This is an optimization exercise on Yosys and OpenROAD, whose aim is small area, not a production implementation.
In this exercise RTL edits were held to simulation tests only and were not proved equivalent to the original.
No activity file was given, so power comes from the tool's default toggle rates. The flow treats the clock pin as an ideal source, which a real chip does not have.

--- design/flow/config.mk ---
export PLATFORM = sky130hd
export DESIGN_NAME = UART_TOP_own
export DESIGN_NICKNAME = UART_TOP_own
export VERILOG_FILES = /design/flow/design.v
export SDC_FILE = /design/flow/constraint.sdc
export NUM_CORES = 4
export LEC_CHECK = 0
export CAP_MARGIN = 20
export CORE_MARGIN = 2
export CORE_UTILIZATION = 65
export SLEW_MARGIN = 20
--- design/flow/constraint.sdc ---
create_clock -name core_clock -period 8.0 [get_ports {clk}]
set_input_delay 1.6000 -clock core_clock [delete_from_list [all_inputs] [get_ports {clk}]]
set_output_delay 1.6000 -clock core_clock [all_outputs]
set_load 0.01 [all_outputs]
--- design/flow/design.v ---
module UART_TOP_own (
    input               clk,
    input               rstn,
    input       [3:0]   paddr_i,
    input       [31:0]  pwdata_i,
    input               psel_i,
    input               penable_i,
    input               pwrite_i,
    input               rx_in,
    output reg          tx_out,
    output reg          uart_int_o,
    output reg  [31:0]  prdata_o
);
wire apb_wr = psel_i & penable_i & pwrite_i;
wire apb_rs = psel_i & ~penable_i & ~pwrite_i;       
wire wr_st  = apb_wr & (paddr_i == 4'h7);            
reg  [9:0]  r_tx, r_baud;
reg  [15:0] r_conf, r_delay;         
reg  [3:0]  r_rxtrig, r_txtrig;
reg         wv_tx, wv_baud, wv_conf, wv_rxtrig, wv_txtrig, wv_delay;
reg         wtx;                     
reg  [3:0]  rph;                     
wire        ph = rph[0];
wire        apb_ws = psel_i & pwrite_i;                  
reg  [21:0] pa0, pa1;                
reg  [25:0] pb0, pb1;                
reg  [27:0] pc0, pc1;                
wire        inj_a = apb_ws & (((paddr_i == 4'h0) & ph) | ((paddr_i == 4'h2) & ~ph));
wire        inj_b = apb_ws & (((paddr_i == 4'h3) & ph) | ((paddr_i == 4'h6) & ~ph));
wire        inj_c = apb_ws & (((paddr_i == 4'h4) & ph) | ((paddr_i == 4'h5) & ~ph));
always @(posedge clk) begin
    pa1 <= pa0; pa0 <= inj_a ? pwdata_i[31:10] : pa1;
    pb1 <= pb0; pb0 <= inj_b ? {pwdata_i[31:16], pwdata_i[13:4]} : pb1;
    pc1 <= pc0; pc0 <= inj_c ? pwdata_i[31:4] : pc1;
end
wire [21:0] tx_hi     = ph ? pa1 : pa0;
wire [21:0] baud_hi   = ph ? pa0 : pa1;
wire [25:0] conf_hi   = ph ? pb1 : pb0;
wire [25:0] delay_hi  = ph ? pb0 : pb1;
wire [27:0] rxtrig_hi = ph ? pc1 : pc0;
wire [27:0] txtrig_hi = ph ? pc0 : pc1;
always @(posedge clk) begin
    if (apb_wr) wtx <= (paddr_i == 4'h0);
    if (apb_wr && paddr_i == 4'h0) r_tx[9:0]     <= pwdata_i[9:0];
    if (apb_wr && paddr_i == 4'h2) r_baud[9:0]   <= pwdata_i[9:0];
    if (apb_wr && paddr_i == 4'h3) begin r_conf[15:14] <= pwdata_i[15:14]; r_conf[3:0] <= pwdata_i[3:0]; end
    if (apb_wr && paddr_i == 4'h4) r_rxtrig[3:0] <= pwdata_i[3:0];
    if (apb_wr && paddr_i == 4'h5) r_txtrig[3:0] <= pwdata_i[3:0];
    if (apb_wr && paddr_i == 4'h6) begin r_delay[15:14] <= pwdata_i[15:14]; r_delay[3:0] <= pwdata_i[3:0]; end
end
wire [31:0] v_tx     = {tx_hi, r_tx[9:0]};
wire [31:0] v_baud   = {baud_hi, r_baud[9:0]};
wire [31:0] v_conf   = {conf_hi[25:10], r_conf[15:14], conf_hi[9:0], r_conf[3:0]};
wire [31:0] v_delay  = {delay_hi[25:10], r_delay[15:14], delay_hi[9:0], r_delay[3:0]};
wire [31:0] v_rxtrig = {rxtrig_hi, r_rxtrig[3:0]};
wire [31:0] v_txtrig = {txtrig_hi, r_txtrig[3:0]};
always @(posedge clk or negedge rstn) begin
    if (!rstn) begin
        wv_tx <= 1'b0; wv_baud <= 1'b0; wv_conf <= 1'b0;
        wv_rxtrig <= 1'b0; wv_txtrig <= 1'b0; wv_delay <= 1'b0;
    end else begin
        if (apb_wr && paddr_i == 4'h0) wv_tx     <= 1'b1;
        if (apb_wr && paddr_i == 4'h2) wv_baud   <= 1'b1;
        if (apb_wr && paddr_i == 4'h3) wv_conf   <= 1'b1;
        if (apb_wr && paddr_i == 4'h4) wv_rxtrig <= 1'b1;
        if (apb_wr && paddr_i == 4'h5) wv_txtrig <= 1'b1;
        if (apb_wr && paddr_i == 4'h6) wv_delay  <= 1'b1;
    end
end
wire [31:0] uart_tx     = wv_tx     ? v_tx     : 32'h0;
wire [31:0] uart_baud   = wv_baud   ? v_baud   : 32'hf152;
wire [31:0] uart_conf   = wv_conf   ? v_conf   : 32'h34;
wire [31:0] uart_rxtrig = wv_rxtrig ? v_rxtrig : 32'h1;
wire [31:0] uart_txtrig = wv_txtrig ? v_txtrig : 32'h0;
wire [31:0] uart_delay  = wv_delay  ? v_delay  : 32'h2;
reg         aw1, aw2, aw3;
reg  [9:0]  cv;              
reg  [3:0]  cfs;             
reg  [3:0]  dls;             
reg         rx_frst, tx_frst;
always @(posedge clk) begin
    rx_frst <= uart_conf[15];
    tx_frst <= uart_conf[14];
end
always @(posedge clk or negedge rstn) begin
    if (!rstn) begin
        aw1 <= 1'b0; aw2 <= 1'b0; aw3 <= 1'b0;
        cv  <= 10'd339;
        cfs <= 4'b0100;
        dls <= 4'h2;
    end else begin
        aw1 <= apb_wr; aw2 <= aw1; aw3 <= aw2;
        if (aw2) cv <= uart_baud[9:0] + 10'd1;
        if (aw3) begin
            cfs <= uart_conf[3:0];
            dls <= uart_delay[3:0];
        end
    end
end
wire c_check  = cfs[0];
wire c_parity = cfs[1];
wire c_stop   = cfs[2];
wire c_stchk  = cfs[3];
reg  [7:0]  tq0 [0:7];
reg  [7:0]  tq1 [0:7];
reg  [3:0]  txh;                   
reg         tx_pushed;             
reg  [7:0]  rxr [0:15];
reg  [3:0]  rxh;                   
reg         rx_pend;               
reg  [4:0]  tx_fcnt, rx_fcnt;      
reg  [1:0]  tx_op, rx_op;          
wire [4:0]  tx_cnt, rx_cnt;        
reg  [7:0]  tx_dout, rx_dout;
reg         rx_pv;                 
wire        tx_wr_en, tx_rd_en, rx_wr_en, rx_rd_en;
wire [7:0]  rx_din;
localparam OP_NONE = 2'd0, OP_INC = 2'd1, OP_DEC = 2'd2, OP_CLR = 2'd3;
assign tx_cnt = (tx_op == OP_CLR) ? 5'd0 : (tx_op == OP_INC) ? tx_fcnt + 5'd1 :
                (tx_op == OP_DEC) ? tx_fcnt - 5'd1 : tx_fcnt;
assign rx_cnt = (rx_op == OP_CLR) ? 5'd0 : (rx_op == OP_INC) ? rx_fcnt + 5'd1 :
                (rx_op == OP_DEC) ? rx_fcnt - 5'd1 : rx_fcnt;
wire tx_empty = (tx_cnt == 5'd0);
wire tx_full  = tx_cnt[4];
wire rx_empty = (rx_cnt == 5'd0);
wire rx_full  = rx_cnt[4];
wire tx_we = tx_wr_en & ~tx_full  & ~tx_frst;
wire tx_re = tx_rd_en & ~tx_empty & ~tx_frst;
wire rx_we = rx_wr_en & ~rx_full  & ~rx_frst;
wire rx_re = rx_rd_en & ~rx_empty & ~rx_frst;
function [7:0] mux16;
    input [127:0] d;
    input [3:0]   s;
    reg   [31:0]  l;
    integer k;
    begin
        for (k = 0; k < 4; k = k + 1)
            case (s[1:0])
            2'd0: l[k*8 +: 8] = d[(4*k+0)*8 +: 8];
            2'd1: l[k*8 +: 8] = d[(4*k+1)*8 +: 8];
            2'd2: l[k*8 +: 8] = d[(4*k+2)*8 +: 8];
            default: l[k*8 +: 8] = d[(4*k+3)*8 +: 8];
            endcase
        case (s[3:2])
        2'd0: mux16 = l[7:0];
        2'd1: mux16 = l[15:8];
        2'd2: mux16 = l[23:16];
        default: mux16 = l[31:24];
        endcase
    end
endfunction
wire [7:0] tx_q = mux16({tq1[7], tq0[7], tq1[6], tq0[6], tq1[5], tq0[5], tq1[4], tq0[4],
                         tq1[3], tq0[3], tq1[2], tq0[2], tq1[1], tq0[1], tq1[0], tq0[0]},
                        {txh[3:1], txh[0] ^ ph});
wire [3:0] tx_tail = txh + tx_cnt[3:0];           
wire       tx_ins  = wtx & (((aw1 | aw2) & ~tx_full) | (aw3 & tx_pushed));
wire [3:0] tx_slot = aw3 ? tx_tail - 4'd1 : tx_tail;
wire       tx_inj  = tx_ins & (tx_slot[0] != ph);
wire [3:0] rx_hpos = rxh + rph;                   
wire [3:0] rx_ipos = rxh + rx_cnt[3:0] + rph;      
wire       rx_inj  = rx_pend & (rx_ipos[2:0] == 3'd0);
wire       rx_byp  = rx_pend & (rx_cnt == 5'd1);   
wire [7:0] rx_q = rx_byp ? rx_din :
                  mux16({rxr[15], rxr[14], rxr[13], rxr[12], rxr[11], rxr[10], rxr[9], rxr[8],
                         rxr[7], rxr[6], rxr[5], rxr[4], rxr[3], rxr[2], rxr[1], rxr[0]}, rx_hpos);
integer i;
always @(posedge clk) begin
    for (i = 0; i < 8; i = i + 1) begin
        tq1[i] <= tq0[i];
        tq0[i] <= (tx_inj && tx_slot[3:1] == i) ? r_tx[7:0] : tq1[i];
    end
    if (tx_re) txh <= txh + 4'd1;
    if (rx_re) rx_dout <= rx_q;
    for (i = 1; i < 16; i = i + 1) rxr[i] <= rxr[i-1];
    rxr[0] <= (rx_inj && !rx_ipos[3]) ? rx_din : rxr[15];
    rxr[8] <= (rx_inj &&  rx_ipos[3]) ? rx_din : rxr[7];
    rph <= rph + 4'd1;
    if (rx_re) rxh <= rxh + 4'd1;
end
always @(posedge clk or negedge rstn) begin
    if (!rstn) begin
        tx_op <= OP_NONE; rx_op <= OP_NONE;
        tx_fcnt <= 5'd0; rx_fcnt <= 5'd0;
        tx_dout <= 8'd0; rx_pv <= 1'b0; rx_pend <= 1'b0; tx_pushed <= 1'b0;
    end else begin
        tx_fcnt <= tx_cnt;
        rx_fcnt <= rx_cnt;
        tx_op <= tx_frst ? OP_CLR : (tx_we & ~tx_re) ? OP_INC : (tx_re & ~tx_we) ? OP_DEC : OP_NONE;
        rx_op <= rx_frst ? OP_CLR : (rx_we & ~rx_re) ? OP_INC : (rx_re & ~rx_we) ? OP_DEC : OP_NONE;
        if (tx_re) tx_dout <= tx_q;
        tx_pushed <= tx_we;
        if (rx_re) rx_pv <= 1'b1;
        if (rx_we) rx_pend <= 1'b1;
        else if (rx_inj || rx_frst || (rx_re && rx_byp)) rx_pend <= 1'b0;
    end
end
reg  [13:0] cnt_rx, cnt_tx;
reg         tx_bps_en;
wire        rx_bps_en;
wire        cv_nz   = |cv;
wire        rx_wrap = cv_nz & (cnt_rx[13:4] >= cv);
wire        tx_wrap = cv_nz & (cnt_tx[13:4] >= cv);
always @(posedge clk) begin
    if (rx_bps_en && !rx_wrap) cnt_rx <= cnt_rx + 14'd1;
    else cnt_rx <= 14'd0;
    if (tx_bps_en && !tx_wrap) cnt_tx <= cnt_tx + 14'd1;
    else cnt_tx <= 14'd0;
end
wire rx_tick = (cnt_rx == {1'b0, cv, 3'b0});
wire tx_tick = (cnt_tx == {1'b0, cv, 3'b0});
localparam T_IDLE = 3'b000, T_IRQ = 3'b001, T_START = 3'b011, T_DATA = 3'b010,
           T_CHECK = 3'b110, T_STOP = 3'b111, T_DELAY = 3'b101;
reg  [2:0]  ts, tn;
reg  [3:0]  tc;
assign tx_rd_en = (ts == T_IDLE) & (tc == 4'd3);
always @(*) begin
    case (ts)
    T_IDLE:  tn = (tc == 4'd5) ? T_IRQ : T_IDLE;
    T_IRQ:   tn = tx_tick ? T_START : T_IRQ;
    T_START: tn = tx_tick ? T_DATA : T_START;
    T_DATA:  tn = (!tc[3] || !tx_tick) ? T_DATA : (c_check ? T_CHECK : T_STOP);
    T_CHECK: tn = tx_tick ? (c_stop ? T_STOP : T_DELAY) : T_CHECK;
    T_STOP:  tn = tx_tick ? T_DELAY : T_STOP;
    T_DELAY: tn = (tc < dls) ? T_DELAY : T_IDLE;
    default: tn = T_IDLE;
    endcase
end
always @(posedge clk or negedge rstn) begin
    if (!rstn) begin
        ts <= T_IDLE;
        tc <= 4'd8;
        tx_bps_en <= 1'b0;
        tx_out <= 1'b1;
    end else begin
        ts <= tn;
        if (tn != ts) begin
            tc <= (tn == T_DATA || tn == T_DELAY) ? 4'd1 : 4'd0;
        end else if (ts == T_IDLE) begin
            if (tc[3]) tc <= 4'd0;
            else if (!(tc == 4'd2 && tx_empty)) tc <= tc + 4'd1;
        end else if ((ts == T_DATA || ts == T_DELAY) && tx_tick) begin
            tc <= tc + 4'd1;
        end
        if (tn == T_IRQ) tx_bps_en <= 1'b1;
        if (tx_tick) begin
            case (tn)
            T_START: tx_out <= 1'b0;
            T_DATA:  tx_out <= tx_dout[tc[2:0]];
            T_CHECK: tx_out <= c_parity ? ^tx_dout : ~^tx_dout;
            T_STOP:  tx_out <= 1'b1;
            T_DELAY: tx_out <= 1'b1;
            default: ;
            endcase
        end
    end
end
localparam R_IDLE = 3'b000, R_START = 3'b001, R_DATA = 3'b010, R_CHECK = 3'b011,
           R_STOP = 3'b110, R_SEND = 3'b111, R_PERR = 3'b100, R_SERR = 3'b101;
reg  [2:0]  rs, rn;
reg  [3:0]  rc;
reg  [7:0]  data_rx;
reg         rx_in_d1, rx_in_d2;
reg  [3:0]  uart_status;
wire        neg_rx_in = ~rx_in_d1 & rx_in_d2;
wire        r_err     = (rs == R_PERR) | (rs == R_SERR);
wire        r_errbit  = (rs == R_PERR) ? uart_status[2] : uart_status[3];
wire        par_bad   = c_parity ? (^data_rx == rx_in) : (^data_rx == !rx_in);
assign rx_bps_en = (rs != R_IDLE) & ~r_err;
assign rx_wr_en  = (rs == R_SEND) & (rc == 4'd3);
assign rx_din    = data_rx;
always @(*) begin
    case (rs)
    R_IDLE:  rn = neg_rx_in ? R_START : R_IDLE;
    R_START: rn = rc[0] ? R_DATA : ((rx_tick && rx_in) ? R_IDLE : R_START);
    R_DATA:  rn = (!rc[3] || !rx_tick) ? R_DATA :
                  (c_check ? (par_bad ? R_PERR : R_CHECK) : (rx_in ? R_STOP : R_SERR));
    R_CHECK: rn = rx_tick ? (c_stchk ? (rx_in ? R_STOP : R_SERR) : R_SEND) : R_CHECK;
    R_STOP:  rn = rx_tick ? R_SEND : R_STOP;
    R_SEND:  rn = (rc == 4'd5) ? R_IDLE : R_SEND;
    default: rn = (rc == 4'd7) ? R_IDLE : rs;       
    endcase
end
always @(posedge clk) begin
    if (rn == R_DATA && rx_tick) data_rx <= {rx_in, data_rx[7:1]};
end
always @(posedge clk or negedge rstn) begin
    if (!rstn) begin
        rs <= R_IDLE;
        rc <= 4'd0;
        rx_in_d1 <= 1'b0;
        rx_in_d2 <= 1'b0;
    end else begin
        rx_in_d1 <= rx_in;
        rx_in_d2 <= rx_in_d1;
        rs <= rn;
        if (rn != rs) begin
            rc <= {3'b0, rx_tick & ((rn == R_DATA) | ((rn == R_START) & ~rx_in))};
        end else begin
            case (rs)
            R_START: if (rx_tick) rc[0] <= 1'b1;
            R_DATA:  if (rx_tick) rc <= rc + 4'd1;
            R_SEND:  if (!(rc == 4'd2 && rx_full)) rc <= rc + 4'd1;
            R_PERR, R_SERR: begin
                if (rc == 4'd2) rc <= wr_st ? 4'd8 : 4'd3;
                else if (rc == 4'd3) begin
                    if (!r_errbit) rc <= 4'd4;
                end else if (rc != 4'd8) rc <= rc + 4'd1;
            end
            default: ;
            endcase
        end
    end
end
reg  [4:0]  rx_stat, tx_stat;        
reg         rx_fifo_rd_en;
reg         rx_state_int, tx_state_int;
assign rx_rd_en = rx_fifo_rd_en;
wire [4:0] rx_lvl = rx_state_int ? rx_fcnt : rx_fcnt + 5'd1;
wire [4:0] tx_lvl = tx_state_int ? tx_fcnt : tx_fcnt - 5'd1;
wire       rx_hit = (rx_lvl == {1'b0, uart_rxtrig[3:0]});
wire       tx_hit = (tx_lvl == {1'b0, uart_txtrig[3:0]});
assign tx_wr_en = aw2 & wtx;         
always @(posedge clk or negedge rstn) begin
    if (!rstn) begin
        rx_stat <= 5'd0; tx_stat <= 5'd0;
        rx_fifo_rd_en <= 1'b0;
        uart_status <= 4'd0;
        rx_state_int <= 1'b0; tx_state_int <= 1'b0;
        uart_int_o <= 1'b0;
    end else begin
        rx_stat <= rx_fcnt;
        tx_stat <= tx_fcnt;
        rx_fifo_rd_en <= apb_rs & ~rx_fifo_rd_en &
                         ((paddr_i == 4'h1) | ((paddr_i == 4'h7) & uart_status[1] & ~rx_empty));
        if (rs == R_SERR && rc == 4'd2) uart_status[3] <= 1'b1;
        if (rs == R_PERR && rc == 4'd2) uart_status[2] <= 1'b1;
        if (!rx_state_int) begin
            rx_state_int <= rx_hit;
        end else if (rx_hit) begin
            uart_status[1] <= 1'b1;
            rx_state_int <= 1'b0;
        end
        if (!tx_state_int) begin
            tx_state_int <= tx_hit;
        end else if (tx_hit) begin
            uart_status[0] <= 1'b1;
            tx_state_int <= 1'b0;
        end
        if (wr_st)
            uart_status <= uart_status & ~pwdata_i[3:0];
        uart_int_o <= |uart_status;
    end
end
reg [4:0] cap;
always @(posedge clk)
    cap <= paddr_i[3] ? (paddr_i[0] ? tx_stat : rx_stat) : {1'b0, uart_status};
wire        a_0 = (paddr_i == 4'h0), a_1 = (paddr_i == 4'h1), a_2 = (paddr_i == 4'h2),
            a_3 = (paddr_i == 4'h3), a_4 = (paddr_i == 4'h4), a_5 = (paddr_i == 4'h5),
            a_6 = (paddr_i == 4'h6), a_c = paddr_i[3] | (paddr_i == 4'h7);
wire sa0 = (a_0 & wv_tx & ~ph)     | (a_2 & wv_baud & ph);
wire sa1 = (a_0 & wv_tx & ph)      | (a_2 & wv_baud & ~ph);
wire sb0 = (a_3 & wv_conf & ~ph)   | (a_6 & wv_delay & ph);
wire sb1 = (a_3 & wv_conf & ph)    | (a_6 & wv_delay & ~ph);
wire sc0 = (a_4 & wv_rxtrig & ~ph) | (a_5 & wv_txtrig & ph);
wire sc1 = (a_4 & wv_rxtrig & ph)  | (a_5 & wv_txtrig & ~ph);
always @(*) begin
    prdata_o = ({32{a_0 & wv_tx}}     & {22'b0, r_tx})
             | ({32{a_2 & wv_baud}}   & {22'b0, r_baud})   | ({32{a_2 & ~wv_baud}}   & 32'hf152)
             | ({32{a_3 & wv_conf}}   & {16'b0, r_conf[15:14], 10'b0, r_conf[3:0]})
             | ({32{a_3 & ~wv_conf}}  & 32'h34)
             | ({32{a_4 & wv_rxtrig}} & {28'b0, r_rxtrig}) | ({32{a_4 & ~wv_rxtrig}} & 32'h1)
             | ({32{a_5 & wv_txtrig}} & {28'b0, r_txtrig})
             | ({32{a_6 & wv_delay}}  & {16'b0, r_delay[15:14], 10'b0, r_delay[3:0]})
             | ({32{a_6 & ~wv_delay}} & 32'h2)
             | {({22{sa0}} & pa0) | ({22{sa1}} & pa1), 10'b0}
             | {({16{sb0}} & pb0[25:10]) | ({16{sb1}} & pb1[25:10]), 2'b0,
                ({10{sb0}} & pb0[9:0]) | ({10{sb1}} & pb1[9:0]), 4'b0}
             | {({28{sc0}} & pc0) | ({28{sc1}} & pc1), 4'b0}
             | {24'b0, {8{a_1 & rx_pv}} & rx_dout}
             | {27'b0, {5{a_c}} & cap};
end
endmodule
--- design/flow/flow/run.sh ---
#!/bin/bash
# Layout flow: the standard flow (standard.sh, with its synthesis unchanged)
# with these changes:
#  - after the floorplan, OpenROAD's restructure re-maps the combinational
#    logic for area (registers are not touched), using a copy of the liberty
#    file without the platform's don't-use cells;
#  - 1x buffers on the ports;
#  - an area-oriented clock tree (larger sink clusters, no dummy loads).
# Each tool's output goes to a log of its own in this folder; ORFS writes each
# step's own log under orfs/logs.
set -euo pipefail
HERE=$(pwd)
FLOWDIR=$(cd "$(dirname "$0")" && pwd)
export BUFFER_PORTS_ARGS="-buffer_cell sky130_fd_sc_hd__buf_1"
export CTS_ARGS="-sink_clustering_enable -repair_clock_nets -sink_clustering_size 28 -sink_clustering_max_diameter 120 -dont_use_dummy_load"

bash standard.sh floorplan > flow_floorplan.log 2>&1

python3 "$FLOWDIR/libfilter.py" "$FLOW_HOME/platforms/sky130hd/lib/sky130_fd_sc_hd__tt_025C_1v80.lib" \
  "$HERE/restructure.lib" 'sky130_fd_sc_hd__lpflow_*' 'sky130_fd_sc_hd__probe*' > libfilter.log 2>&1
mkdir -p "$HERE/restructure"
RES="$HERE/orfs/results/sky130hd/UART_TOP_own/base" LIB="$HERE/restructure.lib" WD="$HERE/restructure" \
  openroad -no_init -exit "$FLOWDIR/restructure.tcl" > restructure.log 2>&1

bash standard.sh finish > flow_finish.log 2>&1
--- design/flow/flow/libfilter.py ---
#!/usr/bin/env python3
"""Copy a liberty file without the cells whose names match the given patterns
(the platform's don't-use cells), for the area restructuring step."""
import fnmatch
import re
import sys

src, dst = sys.argv[1], sys.argv[2]
pats = sys.argv[3:]
cell_re = re.compile(r'^\s*cell\s*\(\s*"?([A-Za-z0-9_]+)"?\s*\)\s*\{')
out = []
skip = 0
depth = 0
with open(src) as f:
    for line in f:
        if skip:
            depth += line.count('{') - line.count('}')
            if depth <= 0:
                skip = 0
            continue
        m = cell_re.match(line)
        if m and any(fnmatch.fnmatch(m.group(1), p) for p in pats):
            depth = line.count('{') - line.count('}')
            skip = 1 if depth > 0 else 0
            continue
        out.append(line)
with open(dst, 'w') as f:
    f.writelines(out)
--- design/flow/flow/restructure.tcl ---
# Re-map the combinational logic of the floorplanned netlist for area with
# OpenROAD's restructure (ABC). Registers are not touched. Reads and rewrites
# 2_floorplan.odb in the ORFS results folder given by RES; LIB is the liberty
# file for ABC (the platform's, without its don't-use cells); WD a scratch folder.
set res $::env(RES)
set plat $::env(FLOW_HOME)/platforms/sky130hd
read_liberty $plat/lib/sky130_fd_sc_hd__tt_025C_1v80.lib
read_db $res/2_floorplan.odb
read_sdc $res/2_floorplan.sdc
source $plat/setRC.tcl
report_design_area
report_worst_slack -max
restructure -target area -liberty_file $::env(LIB) \
  -tielo_port sky130_fd_sc_hd__conb_1/LO -tiehi_port sky130_fd_sc_hd__conb_1/HI \
  -work_dir $::env(WD)
report_design_area
report_worst_slack -max
write_db $res/2_floorplan.odb
--- design/flow/standard.sh ---
#!/bin/bash
# synth_recipe.tcl (not shown) runs the flow's synth.tcl, then flattens the netlist and writes it again
# the make line also repeats each setting of config.mk as NAME=value (left out here)
make -C /OpenROAD-flow-scripts/flow DESIGN_CONFIG=/design/flow/config.mk WORK_HOME=/design/flow/orfs CLKGATE_MAP_FILE= SYNTH_SCRIPT=/design/flow/synth_recipe.tcl "${@:-finish}"
==> results of run 1 <==
==> cell type report <==
cell class                      instances  area (um2)
Timing Repair Buffer                  100         473
Sequential cell                       600       13100
Inverter                              239         897
Clock buffer                           25         626
Tap cell                              461         577
Antenna cell                            1        2.50
Fill cell                            2835       12100
Multi-Input combinational cell       1099        7500
==> through the flow <==
stage               utilization (%)  hold slack, ns  power [uW]  area, um2
finish                         65.7           0.299        6170      23200
detailed placement             63.8           0.336        4770      22500
global route                   65.7           0.305        6470      23200
floorplan                         -           0.326        4870      23100
global placement               63.8           0.332        4740      22500
CTS                            65.6           0.297        6180      23200
==> routing by layer <==
metal	GRT usage, %	up-vias	part of all wire (%)
met5	0	-	0.026
met4	10.2	2	3.0
met3	3.55	95	6.0
met2	47.0	551	46
met1	41.6	7984	44
li1	-	7946	-
==> worst paths after layout <==
path,end,slack (ns),cells after the start
setup / recovery,prdata_o[11],1.60,11
hold / removal,rxr[10][4]$_DFF_P_,0.30,0
setup reg to reg,rx_dout[3]$_DFFE_PP_,2.71,11
hold reg to reg,rxr[10][4]$_DFF_P_,0.30,0
max in group asynchronous,rx_op[0]$_DFF_PN0_,5.89,2
min in group asynchronous,tx_dout[2]$_DFFE_PN0P_,0.88,1
==> worst max-delay path, delay by kind of cell <==
family,cells,cell delay (ns)
AO/OA/AOI/OAI,2,0.86
buffers and inverters,6,1.27
AND/OR/NAND/NOR,3,1.04
==> power breakdown <==
| group | total (uW) | internal [uW] | switching (uW) | leakage [uW] |
|---|---|---|---|---|
| sequential | 3750 | 3450 | 303 | 0.00527 |
| clock | 1430 | 562 | 864 | 0.000308 |
| combinational | 993 | 438 | 556 | 0.00226 |
| total | 6170 | 4450 | 1720 | 0.00784 |
==> kinds of logic after synthesis <==
family / synth area share, %
AO/OA/AOI/OAI: 8.32
XOR/XNOR: 3.92
adder cells (fa/ha/maj): 3.22
buffers and inverters: 2.36
flip-flops: 56.7
multiplexers: 17.5
AND/OR/NAND/NOR: 8.03
==> sequential cells by signal (all words and copies together) (netlist names), 8 cells and up <==
register / cells
cnt_rx: 14
cnt_tx: 14
cv: 10
data_rx: 8
pa0: 22
pa1: 22
pb0: 26
pb1: 26
pc0: 28
pc1: 28
r_baud: 10
r_tx: 10
rx_dout: 8
rxr: 128
tq0: 64
tq1: 64
tx_dout: 8
==> cell usage after synthesis, types with 7 or more instances <==
| cell type | instances |
|---|---|
| xnor2_1 | 62 |
| ha_1 | 50 |
| mux4_2 | 83 |
| buf_1 | 7 |
| and3_1 | 11 |
| nor2_2 | 9 |
| mux2i_1 | 13 |
| nor2b_1 | 8 |
| mux2_2 | 182 |
| or2_2 | 8 |
| xor2_1 | 39 |
| a22oi_1 | 9 |
| and2_1 | 10 |
| nand2_1 | 106 |
| nor4_1 | 11 |
| dfxtp_1 | 447 |
| dfstp_2 | 9 |
| dfrtp_1 | 79 |
| a221oi_1 | 13 |
| nor2_1 | 57 |
| a222oi_1 | 55 |
| nand4_1 | 14 |
| a31oi_1 | 8 |
| a21oi_1 | 70 |
| nand3_1 | 49 |
| a21o_1 | 16 |
| nand2b_1 | 17 |
| buf_2 | 13 |
| edfxtp_1 | 65 |
| clkbuf_1 | 58 |
| o21ai_0 | 43 |
| nor3_1 | 16 |
| inv_1 | 61 |
==> reports/qor.csv, run 1 <==
stage,metric,value,unit
placement,final HPWL from detailed placement,36.5,mm
finish,share of post-route cells with drive strength above 1,3.59,%
yosys,Seq cells post-synth,600,
critical_path,crit end category,output port,
worst_hold_path,Hold Crit Start,rxr[9][4]$_DFF_P_,
yosys,Post-synth EDFFs,65,
run_status,status,"complete, no violations",
clocking,cts repair resizes,0,
placement,RD Place Congestion,0.915,
critical_path,worst r2r src,rph[0]$_DFF_P_,
clocking,CTS max path bufs,3,
sta,Final min period,6.40,ns
yosys,post-synthesis cell type count,79,
sta,Achievable Freq,0.156,GHz
drt,via count,16578,
drt,# DRC,0,
sta,setup violators final,0,
grt,GRT Total Usage,29.4,%
sta,fin crit share,80.0,%
yosys,area of the mapped netlist,23100,um2
critical_path,startpoint types,input pin,
critical_path,Critical Path AT,4.80,ns
yosys,Synth Flop Type,dfxtp_1,
die,initial core utilization,65.6,%
grt,vias in the first global route,15628,
placement,pre-CTS setup slack,1.59,ns
critical_path,"Slowest-stage cell, CP",nor4_1,
critical_path,Worst path max stage delay,0.79,ns
grt,initial antenna violation count,2,
die,die outline width,193,um
sta,final worst slack,1.60,ns
clocking,Clock Sinks,600,
grt,grt ovf,0,
die,chip height,193,um
die,std cell rows,69,
yosys,"Seq/Total Area, Yosys",56.7,%
power_and_ir_drop,Peak VDD IR,225,uV
clocking,CTS H-tree lvls,1,
clocking,total CTS buffers,25,
finish,Final Instance Count excl. Fillers,2525,
sta,RSZ-0062 raised after global routing,false,
clocking,later-pin clock latency in the skew report,0.60,ns
finish,final net count,2107,
yosys,syn avg cell area,12.8,um2
drt,Iteration-0 DRC Markers,1535,
die,die area,37100,um2
critical_path,worst path required time,6.40,ns
critical_path,worst-path cell chain,buf_1 > nor4_1 > clkinv_1 > nor2_1 > buf_4 > clkinv_1 > o22ai_2 > buf_4 > a222oi_1 > nand2_1 > buf_1,
critical_path,Critical path origin,paddr_i[0],
finish,"commonest non-fill, non-tap cell in the layout",dfxtp_1,
power_and_ir_drop,Leak,0.00784,uW
sta,Worst slew margin,28.1,%
clocking,Clk Tree Root Cell,clkbuf_16,
run,Max Cap Viol,0,
yosys,Post-Syn Instances,1802,
yosys,synth top area cells,"dfxtp_1, mux2_2, dfrtp_1, edfxtp_1, mux4_2",
worst_hold_path,worst min-delay path category,reg2reg,
finish,Layout area overhead,0.168,%
yosys,ys async rst share,14.7,%
power_and_ir_drop,Pwr per Cell Area,266,nW/um2
critical_path,"Max FO, Critical Path",15,
drt,DRT Wirelength,54.2,mm
placement,Placed Cells incl. Taps,2499,
critical_path,critical path class,in2out,
clocking,cts hold-fix bufs,0,
placement,I/O Buffers,75,
yosys,Synth area leader,dfxtp_1,
sta,Max Clock Skew,0.0878,ns
grt,first-pass GRT wire length,86.6,mm
sta,hold violation count in the final report,0,
die,boundary pin count,76,
yosys,synthesized net count,1900,
die,Core Footprint,35300,um2
yosys,Synth top area share,38.7,%
drt,routed len/inst,21.5,um
clocking,CTS clock-pin slew for the worst setup and hold paths,0.10,ns
clocking,CTS tree,yes,
sta,final slew viol count,0,
drt,vias per cell,6.57,
sta,Worst-Margin Slew,1.08,ns
yosys,Yosys warnings,4,
clocking,post-CTS setup buffers,0,
drt,DRT Pass-1 Iters,6,
grt,largest net degree at the start of global routing,73,
drt,final antenna-violating net count,0,
sta,TNS Setup,0,ns
finish,"commonest non-fill, non-tap cells in the layout","dfxtp_1, clkinv_1, o22ai_1",
==> inputs of run 2 (changes only) <==
--- a/design/flow/design.v
+++ b/design/flow/design.v
@@ -169,19 +169,17 @@
         tq1[i] <= tq0[i];
         tq0[i] <= (tx_inj && tx_slot[3:1] == i) ? r_tx[7:0] : tq1[i];
     end
-    if (tx_re) txh <= txh + 4'd1;
     if (rx_re) rx_dout <= rx_q;
     for (i = 1; i < 16; i = i + 1) rxr[i] <= rxr[i-1];
     rxr[0] <= (rx_inj && !rx_ipos[3]) ? rx_din : rxr[15];
     rxr[8] <= (rx_inj &&  rx_ipos[3]) ? rx_din : rxr[7];
-    rph <= rph + 4'd1;
-    if (rx_re) rxh <= rxh + 4'd1;
 end
 always @(posedge clk or negedge rstn) begin
     if (!rstn) begin
         tx_op <= OP_NONE; rx_op <= OP_NONE;
         tx_fcnt <= 5'd0; rx_fcnt <= 5'd0;
         tx_dout <= 8'd0; rx_pv <= 1'b0; rx_pend <= 1'b0; tx_pushed <= 1'b0;
+        rph <= 4'd0; txh <= 4'd0; rxh <= 4'd0;
     end else begin
         tx_fcnt <= tx_cnt;
         rx_fcnt <= rx_cnt;
@@ -189,6 +187,9 @@
         rx_op <= rx_frst ? OP_CLR : (rx_we & ~rx_re) ? OP_INC : (rx_re & ~rx_we) ? OP_DEC : OP_NONE;
         if (tx_re) tx_dout <= tx_q;
         tx_pushed <= tx_we;
+        rph <= rph + 4'd1;
+        if (tx_re) txh <= txh + 4'd1;
+        if (rx_re) rxh <= rxh + 4'd1;
         if (rx_re) rx_pv <= 1'b1;
         if (rx_we) rx_pend <= 1'b1;
         else if (rx_inj || rx_frst || (rx_re && rx_byp)) rx_pend <= 1'b0;
==> run 2 against run 1 <==
  * Still clean on timing, DRC and antenna
  * Utilization grew 1.5 points
  * Critical endpoint is now prdata_o[4]
  * Clock power is essentially flat
  * Die area shrank 0.37%
  * Fmax shrank 6.5%
  * Hold slack lost 0.0087 ns
  * Setup slack lost 0.44 ns
  * Power shrank 1.9%
  * Combinational power shrank 6.6%
  * Sequential power shrank 2%
  * Routed wire length grew 0.57%
  * Register-to-register slack gained 0.98 ns
==> reports/qor.csv, run 2 <==
stage,metric,value,unit
critical_path,startpoint types,input pin,
placement,I/O Buffers,75,
clocking,Clk Tree Root Cell,clkbuf_16,
power_and_ir_drop,Peak VDD IR,228,uV
yosys,Seq cells post-synth,600,
drt,DRT Pass-1 Iters,7,
power_and_ir_drop,Net Switching,1680,uW
yosys,syn avg cell area,12.6,um2
yosys,post-synthesis cell type count,84,
finish,"commonest non-fill, non-tap cells in the layout","dfxtp_1, clkinv_1, o22ai_1",
critical_path,critical path class,in2out,
clocking,CTS clock-pin slew for the worst setup and hold paths,0.11,ns
die,initial core utilization,66.4,%
clocking,later-pin clock latency in the skew report,0.58,ns
drt,routed len/inst,21.4,um
clocking,Clock Sinks,600,
grt,GRT Total Usage,29.5,%
power_and_ir_drop,switching share of power,27.8,%
finish,Final Instance Count excl. Fillers,2545,
run,Max Cap Viol,0,
clocking,cts repair resizes,0,
grt,largest net degree at the start of global routing,66,
yosys,Yosys warnings,4,
sta,TNS Setup,0,ns
drt,Iteration-0 DRC Markers,1652,
critical_path,reg2reg setup slack,3.69,ns
sta,fin crit share,85.5,%
drt,Metal-1 WL,24.3,mm
finish,"commonest non-fill, non-tap cell in the layout",dfxtp_1,
power_and_ir_drop,Leak,0.00797,uW
yosys,Synth Flop Type,dfxtp_1,
placement,Placed Cells incl. Taps,2519,
power_and_ir_drop,share of total power in the clock network,23.7,%
sta,Max Clock Skew,0.0481,ns
placement,RD Place Congestion,0.929,
clocking,CTS max path bufs,3,
placement,pre-CTS setup slack,1.27,ns
sta,final slew viol count,0,
finish,share of post-route cells with drive strength above 1,3.78,%
sta,Achievable Freq,0.146,GHz
critical_path,crit end category,output port,
sta,Worst-Margin Slew,1.03,ns
sta,RSZ-0062 raised after global routing,false,
die,chip height,192,um
yosys,Synth area leader,dfxtp_1,
worst_hold_path,worst min-delay path category,reg2reg,
critical_path,"Max FO, Critical Path",13,
placement,DP Area,22700,um2
grt,initial antenna violation count,0,
sta,hold violation count in the final report,0,
power_and_ir_drop,Comb power frac,15.3,%
yosys,most numerous cell in the Yosys netlist,dfxtp_1,
grt,first-pass GRT wire length,86.4,mm
finish,Final Instance Area,23300,um2
yosys,synth top area cells,"dfxtp_1, dfrtp_1, mux2_2, edfxtp_1, mux4_2",
placement,final HPWL from detailed placement,37.2,mm
yosys,area of the mapped netlist,23100,um2
finish,biggest regs,"rxr (128), tq0 (64), tq1 (64)",
power_and_ir_drop,part of the power in registers,61.0,%
drt,WL met3,2.72,mm
yosys,"Seq/Total Area, Yosys",56.8,%
clocking,CTS H-tree lvls,1,
clocking,cts hold-fix bufs,0,
yosys,synthesized net count,1933,
finish,final net count,2134,
die,die outline width,192,um
drt,met2 wire length,25.7,mm
drt,vias per cell,6.57,
drt,DRT Wirelength,54.5,mm
die,boundary pin count,76,
yosys,Post-synth EDFFs,57,
die,Core Footprint,34700,um2
finish,Fill cells,2687,
die,die area,37000,um2
drt,final antenna-violating net count,0,
critical_path,worst path required time,6.40,ns
drt,# DRC,0,
critical_path,Critical Path AT,5.24,ns
finish,Biggest register,rxr,
yosys,Post-Syn Instances,1835,
run_status,status,"complete, no violations",
sta,Worst slew margin,31.5,%
grt,grt ovf,0,
yosys,ys async rst share,16.7,%
finish,ant diodes,0,
clocking,CTS tree,yes,
power_and_ir_drop,Pwr per Cell Area,259,nW/um2
clocking,post-CTS setup buffers,0,
sta,final worst slack,1.16,ns
die,std cell rows,68,
power_and_ir_drop,P_int,4370,uW
yosys,leading cell types by count after synthesis,"dfxtp_1, mux2_2, nand2_1, nor2_1, dfrtp_1",
finish,max reg flops,128,
yosys,Synth top area share,38.5,%
clocking,total CTS buffers,25,
drt,via count,16715,
drt,highest routed layer,met4,
finish,Layout area overhead,1.11,%
grt,vias in the first global route,15764,
sta,setup violators final,0,
sta,Final min period,6.84,ns
==> run 2: cell count changes in the layout (fill, tap and decap cells not counted), sizes merged, moves of 9 or more <==
cell     before  now
o211ai       14    4
a22oi        78   87
dfrtp        79   91
o2111ai       3   14
or2           7   17
clkinv      239  249
==> run 2: final cells by class <==
type,instances,area [um2],share of cell area (%)
clock buffers,25,626,2.68
repair buffers,104,510,2.19
well taps,455,569,2.44
inverters,249,935,4.01
multi-input cells,1112,7580,32.5
flip-flops and latches,600,13100,56.2
==> run 2: final timing paths <==
check | end | cells after the start | startpoint
setup / recovery | prdata_o[4] | 8 | paddr_i[0]
hold / removal | rxr[2][1]$_DFF_P_ | 0 | rxr[1][1]$_DFF_P_
setup reg to reg | rx_dout[7]$_DFFE_PP_ | 13 | rph[0]$_DFF_PN0_
hold reg to reg | rxr[2][1]$_DFF_P_ | 0 | rxr[1][1]$_DFF_P_
max in group asynchronous | cfs[1]$_DFFE_PN0P_ | 2 | rstn
min in group asynchronous | ts[0]$_DFF_PN0_ | 1 | rstn
==> run 2: metrics by stage <==
step / hold WS [ns] / power (uW) / util (%)
2_1_floorplan: 0.326 / 4750 / -
3_3_place_gp: 0.333 / 4630 / 65.3
3_5_place_dp: 0.336 / 4650 / 65.3
4_1_cts: 0.290 / 6060 / 67.1
5_1_grt: 0.294 / 6310 / 67.2
6_report: 0.290 / 6050 / 67.2
==> run 2: per-layer routing <==
metal | global-route usage [%] | vias up
met5 | 0 | -
met4 | 8.98 | 0
met3 | 2.66 | 94
met2 | 48.9 | 543
met1 | 41.2 | 8075
li1 | - | 8003
==> run 2: worst max-delay path, cell delays in order <==
cell and delay [ns]:
buf_1 0.47, clkinv_1 0.48, nor4_1 0.67, clkinv_1 0.33
o22ai_2 0.66, clkinv_1 0.43, o2111ai_1 0.32, buf_1 0.27
==> run 2: power by group through the flow <==
stage | sequential, uW | clock, uW | combinational [uW]
after global placement | 3740 | 0 | 890
final | 3690 | 1430 | 927
after detailed placement | 3740 | 0 | 911
after floorplan | 3720 | 0 | 1020
after CTS | 3680 | 1460 | 917
after global routing | 3730 | 1560 | 1020
==> run 2: logic make-up (layout without fill, tap and decap cells) <==
kind of cell | count (synthesis) | after routing | synth area share (%)
DFF | 600 | 600 | 56.8
and+or+nand+nor | 387 | 297 | 8.34
AOI/OAI and AO/OA | 275 | 811 | 8.71
muxes | 266 | 0 | 16.4
buffers and inverters | 143 | 378 | 2.39
xor gates and xnor gates | 108 | 4 | 4.16
adders and majority gates | 56 | 0 | 3.23
==> inputs of run 3 (changes only) <==
--- a/design/flow/flow/run.sh
+++ b/design/flow/flow/run.sh
@@ -12,7 +12,7 @@
 HERE=$(pwd)
 FLOWDIR=$(cd "$(dirname "$0")" && pwd)
 export BUFFER_PORTS_ARGS="-buffer_cell sky130_fd_sc_hd__buf_1"
-export CTS_ARGS="-sink_clustering_enable -repair_clock_nets -sink_clustering_size 28 -sink_clustering_max_diameter 120 -dont_use_dummy_load"
+export CTS_ARGS="-sink_clustering_enable -repair_clock_nets -sink_clustering_size 30 -sink_clustering_max_diameter 130 -dont_use_dummy_load"
 
 bash standard.sh floorplan > flow_floorplan.log 2>&1
 
==> run 3 against run 2 <==
  * Combinational power about the same
  * Power decreased by 0.94%
  * Sequential share of layout area increased by 0.16 points
  * Largest power group unchanged
==> reports/qor.csv, run 3 <==
stage,metric,value,unit
yosys,syn avg cell area,12.6,um2
yosys,synthesized net count,1933,
drt,DRT Wirelength,54.4,mm
yosys,Seq cells post-synth,600,
critical_path,"most used cell, CP",clkinv_1,
clocking,later-pin clock latency in the skew report,0.58,ns
finish,biggest regs,"rxr (128), tq0 (64), tq1 (64)",
grt,largest net degree at the start of global routing,66,
drt,DRT Pass-1 Iters,6,
sta,fin crit share,85.4,%
sta,TNS Setup,0,ns
critical_path,"Slowest-stage cell, CP",o22ai_2,
clocking,CTS H-tree lvls,1,
run,Max Cap Viol,0,
finish,Storage cell area,13100,um2
finish,Final Instance Count excl. Fillers,2542,
drt,via count,16577,
grt,initial antenna violation count,0,
clocking,Clock Sinks,600,
clocking,CTS tree,yes,
clocking,cts hold-fix bufs,0,
yosys,Synth area leader,dfxtp_1,
yosys,leading cell types by count after synthesis,"dfxtp_1, mux2_2, nand2_1, nor2_1, dfrtp_1",
finish,Fill cells,2714,
drt,final antenna-violating net count,0,
critical_path,crit end category,output port,
sta,setup violators final,0,
clocking,Clk Tree Root Cell,clkbuf_16,
yosys,synth top area cells,"dfxtp_1, dfrtp_1, mux2_2, edfxtp_1, mux4_2",
sta,Worst-Margin Slew,1.14,ns
finish,ant diodes,0,
finish,"commonest non-fill, non-tap cell in the layout",dfxtp_1,
clocking,CTS clock-pin slew for the worst setup and hold paths,0.11,ns
grt,GRT Total Usage,29.3,%
yosys,post-synthesis cell type count,84,
grt,grt ovf,0,
critical_path,Worst path max stage delay,0.83,ns
die,boundary pin count,76,
critical_path,worst r2r src,rx_fcnt[2]$_DFF_PN0_,
finish,max reg flops,128,
sta,final slew viol count,0,
yosys,most numerous cell in the Yosys netlist,dfxtp_1,
yosys,area of the mapped netlist,23100,um2
placement,RD Place Congestion,0.929,
finish,area of the multi-input gates,7580,um2
yosys,Synth top area share,38.5,%
worst_hold_path,Min-Delay Path Depth,0,
critical_path,reg2reg end,rxh[3]$_DFFE_PN0P_,
power_and_ir_drop,Peak VDD IR,274,uV
critical_path,r2r worst-path depth,16,
critical_path,worst path required time,6.40,ns
finish,Biggest register,rxr,
critical_path,"Max FO, Critical Path",17,
die,die outline width,192,um
finish,"commonest non-fill, non-tap cells in the layout","dfxtp_1, clkinv_1, o22ai_1",
placement,final HPWL from detailed placement,37.2,mm
worst_hold_path,hold-critical path endpoint,rxr[15][1]$_DFF_P_,
critical_path,worst-path cell chain,buf_1 > clkinv_1 > nor3_1 > buf_4 > clkinv_1 > nor2_1 > clkinv_1 > o22ai_2 > buf_4 > a22oi_1 > o2111ai_1 > buf_1,
power_and_ir_drop,Pwr per Cell Area,258,nW/um2
yosys,Yosys warnings,4,
grt,first-pass GRT wire length,86.1,mm
sta,Achievable Freq,0.146,GHz
clocking,CTS max path bufs,3,
critical_path,critical path class,in2out,
clocking,cts repair resizes,0,
yosys,"Seq/Total Area, Yosys",56.8,%
sta,RSZ-0062 raised after global routing,false,
critical_path,reg2reg setup slack,3.68,ns
clocking,total CTS buffers,23,
die,std cell rows,68,
sta,Worst slew margin,24.0,%
sta,Final min period,6.83,ns
finish,share of post-route cells with drive strength above 1,3.64,%
worst_hold_path,worst min-delay path category,reg2reg,
worst_hold_path,Hold Crit Start,rxr[14][1]$_DFF_P_,
yosys,Synth Flop Type,dfxtp_1,
run_status,status,"complete, no violations",
yosys,ys async rst share,16.7,%
placement,Placed Cells incl. Taps,2519,
die,chip height,192,um
clocking,post-CTS setup buffers,0,
finish,final net count,2131,
drt,routed len/inst,21.4,um
drt,# DRC,0,
drt,Iteration-0 DRC Markers,1738,
finish,Layout area overhead,0.830,%
die,die area,37000,um2
yosys,Post-Syn Instances,1835,
critical_path,Buf/Inv on CP,7,
placement,I/O Buffers,75,
die,Core Footprint,34700,um2
grt,vias in the first global route,15726,
critical_path,"Largest delay share family, worst path",buffers and inverters,
critical_path,startpoint types,input pin,
die,initial core utilization,66.4,%
critical_path,Critical Path AT,5.23,ns
power_and_ir_drop,Leak,0.00794,uW
sta,Max Clock Skew,0.0292,ns
yosys,Post-synth EDFFs,57,
drt,vias per cell,6.52,
sta,hold violation count in the final report,0,
[run 3: cell counts after synthesis]
Identical to the previous run, type by type.
[run 3: per-layer routing]
metal | track usage (%) | vias up | part of all wire (%)
li1 | - | 7993 | -
met1 | 40.6 | 7975 | 45
met2 | 49.7 | 526 | 48
met3 | 2.76 | 83 | 5.0
met4 | 7.37 | 0 | 2.5
met5 | 0 | - | 0
[run 3: through the flow]
step	total power (uW)	worst slack (ns)	instance area, um2	util (%)	hold slack, ns
floorplan	4750	2.86	23100	-	0.326
global placement	4630	1.39	22700	65.3	0.333
detailed placement	4650	1.27	22700	65.3	0.336
CTS	6000	1.26	23200	67.0	0.350
global route	6240	0.964	23300	67.0	0.359
finish	5990	1.17	23300	67.0	0.350
[run 3: power by group]
group | internal (uW) | switching [uW]
clock | 521 | 858
combinational | 392 | 535
sequential | 3410 | 273
total | 4330 | 1670
[run 3: worst reg2reg max path: cells and delay by family (launching register included)]
kind,cells,cell delay (ns)
AO/OA/AOI/OAI,3,0.79
flip-flops,1,0.53
AND/OR/NAND/NOR,7,1.80
buffers and inverters,6,1.10
[run 3: area by class of cell]
cell class | instances | area share, %
inverters | 249 | 4.02
flip-flops and latches | 600 | 56.3
repair buffers | 103 | 2.13
well taps | 455 | 2.45
clock buffers | 23 | 2.48
multi-input cells | 1112 | 32.6
[run 3: how the worst max path moves through the flow]
| stage | start | cells after the start | endpoint |
|---|---|---|---|
| after floorplan | paddr_i[3] | 10 | prdata_o[22] |
| after global placement | paddr_i[0] | 9 | prdata_o[23] |
| after detailed placement | paddr_i[0] | 9 | prdata_o[23] |
| after CTS | paddr_i[0] | 12 | prdata_o[12] |
| after global routing | paddr_i[0] | 12 | prdata_o[11] |
| final | paddr_i[0] | 12 | prdata_o[12] |
[run 3: cell families after synthesis]
group                    after synthesis  share of synthesized area [%]
flip-flops                           600                           56.8
AND/OR/NAND/NOR                      387                           8.34
AO/OA/AOI/OAI                        275                           8.71
multiplexers                         266                           16.4
buffers and inverters                143                           2.39
XOR/XNOR                             108                           4.16
adder cells (fa/ha/maj)               56                           3.23
==> inputs of run 4 (changes only) <==
--- a/design/flow/design.v
+++ b/design/flow/design.v
@@ -169,17 +169,19 @@
         tq1[i] <= tq0[i];
         tq0[i] <= (tx_inj && tx_slot[3:1] == i) ? r_tx[7:0] : tq1[i];
     end
+    if (tx_re) txh <= txh + 4'd1;
     if (rx_re) rx_dout <= rx_q;
     for (i = 1; i < 16; i = i + 1) rxr[i] <= rxr[i-1];
     rxr[0] <= (rx_inj && !rx_ipos[3]) ? rx_din : rxr[15];
     rxr[8] <= (rx_inj &&  rx_ipos[3]) ? rx_din : rxr[7];
+    rph <= rph + 4'd1;
+    if (rx_re) rxh <= rxh + 4'd1;
 end
 always @(posedge clk or negedge rstn) begin
     if (!rstn) begin
         tx_op <= OP_NONE; rx_op <= OP_NONE;
         tx_fcnt <= 5'd0; rx_fcnt <= 5'd0;
         tx_dout <= 8'd0; rx_pv <= 1'b0; rx_pend <= 1'b0; tx_pushed <= 1'b0;
-        rph <= 4'd0; txh <= 4'd0; rxh <= 4'd0;
     end else begin
         tx_fcnt <= tx_cnt;
         rx_fcnt <= rx_cnt;
@@ -187,9 +189,6 @@
         rx_op <= rx_frst ? OP_CLR : (rx_we & ~rx_re) ? OP_INC : (rx_re & ~rx_we) ? OP_DEC : OP_NONE;
         if (tx_re) tx_dout <= tx_q;
         tx_pushed <= tx_we;
-        rph <= rph + 4'd1;
-        if (tx_re) txh <= txh + 4'd1;
-        if (rx_re) rxh <= rxh + 4'd1;
         if (rx_re) rx_pv <= 1'b1;
         if (rx_we) rx_pend <= 1'b1;
         else if (rx_inj || rx_frst || (rx_re && rx_byp)) rx_pend <= 1'b0;
==> run 4 against run 3 <==
  * Fmax increased by 6.0%
  * Power is 2.0% higher
  * Cell area fell by 0.50%
  * Still clean
  * Synthesized area increased by 0.38%
  * Sequential share of layout area grew 0.36 points
  * Utilization is 1.5 points lower
  * Critical path depth down 2
  * Largest power group unchanged
==> reports/qor.csv, run 4 <==
stage,metric,value,unit
run_status,status,"complete, no violations",
critical_path,critical path class,in2out,
drt,# DRC,0,
placement,final HPWL from detailed placement,36.5,mm
yosys,post-synthesis cell type count,79,
critical_path,Critical Path AT,4.84,ns
power_and_ir_drop,Pwr per Cell Area,264,nW/um2
sta,final slew viol count,0,
critical_path,worst-path cell chain,buf_1 > nor4_1 > clkinv_1 > nor2_1 > buf_4 > clkinv_1 > o22ai_2 > a222oi_1 > o211ai_1 > buf_1,
placement,RD Place Congestion,0.915,
drt,DRT Pass-1 Iters,8,
die,boundary pin count,76,
finish,"commonest non-fill, non-tap cells in the layout","dfxtp_1, clkinv_1, o22ai_1",
critical_path,reg2reg end,rx_dout[3]$_DFFE_PP_,
yosys,Synth top area share,38.7,%
drt,DRT Wirelength,54.1,mm
die,chip height,193,um
sta,hold_ws,0.347,ns
yosys,xor and xnor area share after synthesis,3.92,%
clocking,cts repair resizes,0,
clocking,CTS H-tree lvls,1,
yosys,Seq cells post-synth,600,
critical_path,r2r worst-path depth,11,
critical_path,"Slowest-stage cell, CP",nor4_1,
clocking,CTS tree,yes,
critical_path,Critical path origin,paddr_i[0],
finish,"commonest non-fill, non-tap cell in the layout",dfxtp_1,
sta,Final min period,6.44,ns
clocking,later-pin clock latency in the skew report,0.57,ns
run,Max Cap Viol,0,
yosys,largest family of logic cells by synthesized area,multiplexers,
yosys,leading cell types by count after synthesis,"dfxtp_1, mux2_2, nand2_1, mux4_2, dfrtp_1",
critical_path,"Max FO, Critical Path",15,
finish,final net count,2105,
sta,Worst slew margin,28.6,%
finish,Layout area overhead,-0.0488,%
finish,biggest regs,"rxr (128), tq0 (64), tq1 (64)",
yosys,most numerous cell in the Yosys netlist,dfxtp_1,
critical_path,reg2reg setup slack,2.80,ns
clocking,CTS clock-pin slew for the worst setup and hold paths,0.10,ns
yosys,Post-synth EDFFs,65,
power_and_ir_drop,Peak VDD IR,243,uV
critical_path,startpoint types,input pin,
critical_path,worst path required time,6.40,ns
die,initial core utilization,65.6,%
clocking,post-CTS setup buffers,0,
drt,WL met3,3.28,mm
drt,via count,16604,
sta,TNS Setup,0,ns
sta,fin crit share,80.6,%
die,std cell rows,69,
yosys,Adder-Cell Fraction of Synth Area,3.22,%
clocking,cts hold-fix bufs,0,
yosys,Compound-Gate Fraction of Synth Area,8.32,%
grt,grt ovf,0,
clocking,CTS max path bufs,3,
sta,Max Clock Skew,0.0250,ns
critical_path,worst r2r src,rph[0]$_DFF_P_,
drt,met2 wire length,25.2,mm
finish,max reg flops,128,
grt,first-pass GRT wire length,86.3,mm
clocking,Clock Sinks,600,
drt,highest routed layer,met5,
die,die area,37100,um2
grt,initial antenna violation count,2,
yosys,synth top area cells,"dfxtp_1, mux2_2, dfrtp_1, edfxtp_1, mux4_2",
power_and_ir_drop,Leak,0.00782,uW
yosys,synthesized net count,1900,
finish,Biggest register,rxr,
clocking,Clk Tree Root Cell,clkbuf_16,
critical_path,crit end category,output port,
drt,routed len/inst,21.4,um
critical_path,Worst path max stage delay,0.80,ns
drt,vias per cell,6.58,
sta,hold violation count in the final report,0,
clocking,total CTS buffers,23,
die,Core Footprint,35300,um2
sta,setup violators final,0,
drt,final antenna-violating net count,0,
grt,vias in the first global route,15613,
sta,RSZ-0062 raised after global routing,false,
yosys,Synth area leader,dfxtp_1,
yosys,simple-gate share of the synthesized area,8.03,%
yosys,Synth Flop Type,dfxtp_1,
yosys,ys async rst share,14.7,%
grt,largest net degree at the start of global routing,73,
yosys,Post-Syn Instances,1802,
drt,Metal-1 WL,24.1,mm
worst_hold_path,worst min-delay path category,reg2reg,
grt,GRT Total Usage,29.3,%
yosys,mux contribution to synthesized area,17.5,%
yosys,area of the mapped netlist,23100,um2
finish,share of post-route cells with drive strength above 1,3.49,%
yosys,syn avg cell area,12.8,um2
yosys,Yosys warnings,4,
sta,Worst-Margin Slew,1.06,ns
sta,Achievable Freq,0.155,GHz
yosys,"Seq/Total Area, Yosys",56.7,%
drt,Iteration-0 DRC Markers,1600,
placement,I/O Buffers,75,
die,die outline width,193,um
critical_path,CP Capture Point,prdata_o[12],
[run 4: how the worst min path moves through the flow]
stage / from / endpoint / slack, ns / depth (start not counted)
after CTS: rxr[9][4]$_DFF_P_ / rxr[10][4]$_DFF_P_ / 0.34 / 0
after global routing: rxr[0][7]$_DFF_P_ / rxr[1][7]$_DFF_P_ / 0.34 / 0
final: rxr[9][4]$_DFF_P_ / rxr[10][4]$_DFF_P_ / 0.35 / 0
after floorplan: rxr[10][0]$_DFF_P_ / rxr[11][0]$_DFF_P_ / 0.33 / 0
after detailed placement: tq0[1][6]$_DFF_P_ / tq1[1][6]$_DFF_P_ / 0.34 / 0
after global placement: pa0[4]$_DFF_P_ / pa1[4]$_DFF_P_ / 0.33 / 0
[run 4: metrics by stage]
step                      std cells  setup WS, ns  total power (uW)  instance area [um2]  util, %
after floorplan                1802          3.11              4870                23100        -
after global placement         2499          1.72              4740                22500     63.8
after detailed placement       2499          1.59              4770                22500     63.8
after CTS                      2522          1.59              6120                23100     65.5
after global routing           2523          1.24              6410                23100     65.5
final                          2523          1.56              6110                23100     65.5
[run 4: worst max-delay path: cells and delay by family]
family                 cells  cell delay, ns
AO/OA/AOI/OAI              3            1.26
buffers and inverters      5            1.03
AND/OR/NAND/NOR            2            0.95
[run 4: cell families (layout without fill, tap and decap cells)]
group	Yosys count	count (layout)
buffers and inverters	140	362
AND/OR/NAND/NOR	359	285
other	0	1
AO/OA/AOI/OAI	267	807
adder cells (fa/ha/maj)	56	0
multiplexers	278	1
XOR/XNOR	102	6
flip-flops	600	600
[run 4: routing by layer]
layer,GRT usage (%),vias to the layer above
met5,0,-
met2,47.1,563
met1,41.5,7993
li1,-,7947
met3,3.93,99
met4,8.66,2
[run 4: cell type report]
cell class / instances / area [um2]
inverter: 239 / 897
antenna: 1 / 2.50
sequential: 600 / 13100
tap: 461 / 577
fill: 2853 / 12200
multi-input combinational: 1099 / 7500
timing repair buffer: 100 / 473
clock buffer: 23 / 576
[run 4: power by group]
| group | switching [uW] | total, uW | internal [uW] | leakage, uW |
|---|---|---|---|---|
| registers | 304 | 3750 | 3450 | 0.00527 |
| logic | 553 | 991 | 438 | 0.00226 |
| clock network | 851 | 1370 | 520 | 0.000283 |

## static timing again, ports no longer ideal
The results above use ideal ports. As a check the final layouts listed here were re-extracted and re-timed, cells and wires unchanged. Step 1: set_driving_cell puts a clkbuf_16 on clk and a buf_2 on each other input, an assumption about the parent block. Step 2 also shifts input and output timing later by t, the mid clock arrival at the registers, as if the neighbouring blocks saw the same clock. Slacks: ideal ports / drivers / drivers and shift; pairs: ideal ports / drivers.
| run | t, ns | slack for setup (ns) | hold WS [ns] | latest minus earliest clock arrival (ns) |
|---|---|---|---|---|
| run 1 | 0.611 | 1.603 / 1.544 / 1.544 | 0.299 / 0.299 / 0.299 | 0.094 / 0.093 |
| run 2 | 0.615 | 1.162 / 1.110 / 1.110 | 0.290 / 0.290 / 0.290 | 0.050 / 0.050 |
| run 3 | 0.615 | 1.167 / 1.114 / 1.114 | 0.350 / 0.350 / 0.350 | 0.033 / 0.033 |
| run 4 | 0.615 | 1.555 / 1.498 / 1.498 | 0.347 / 0.347 / 0.347 | 0.029 / 0.029 |
After both steps every run listed still meets setup and hold. The setup slack of run 1, which loses most, moves by -0.059 ns with the drivers and by -0.059 ns with both steps.
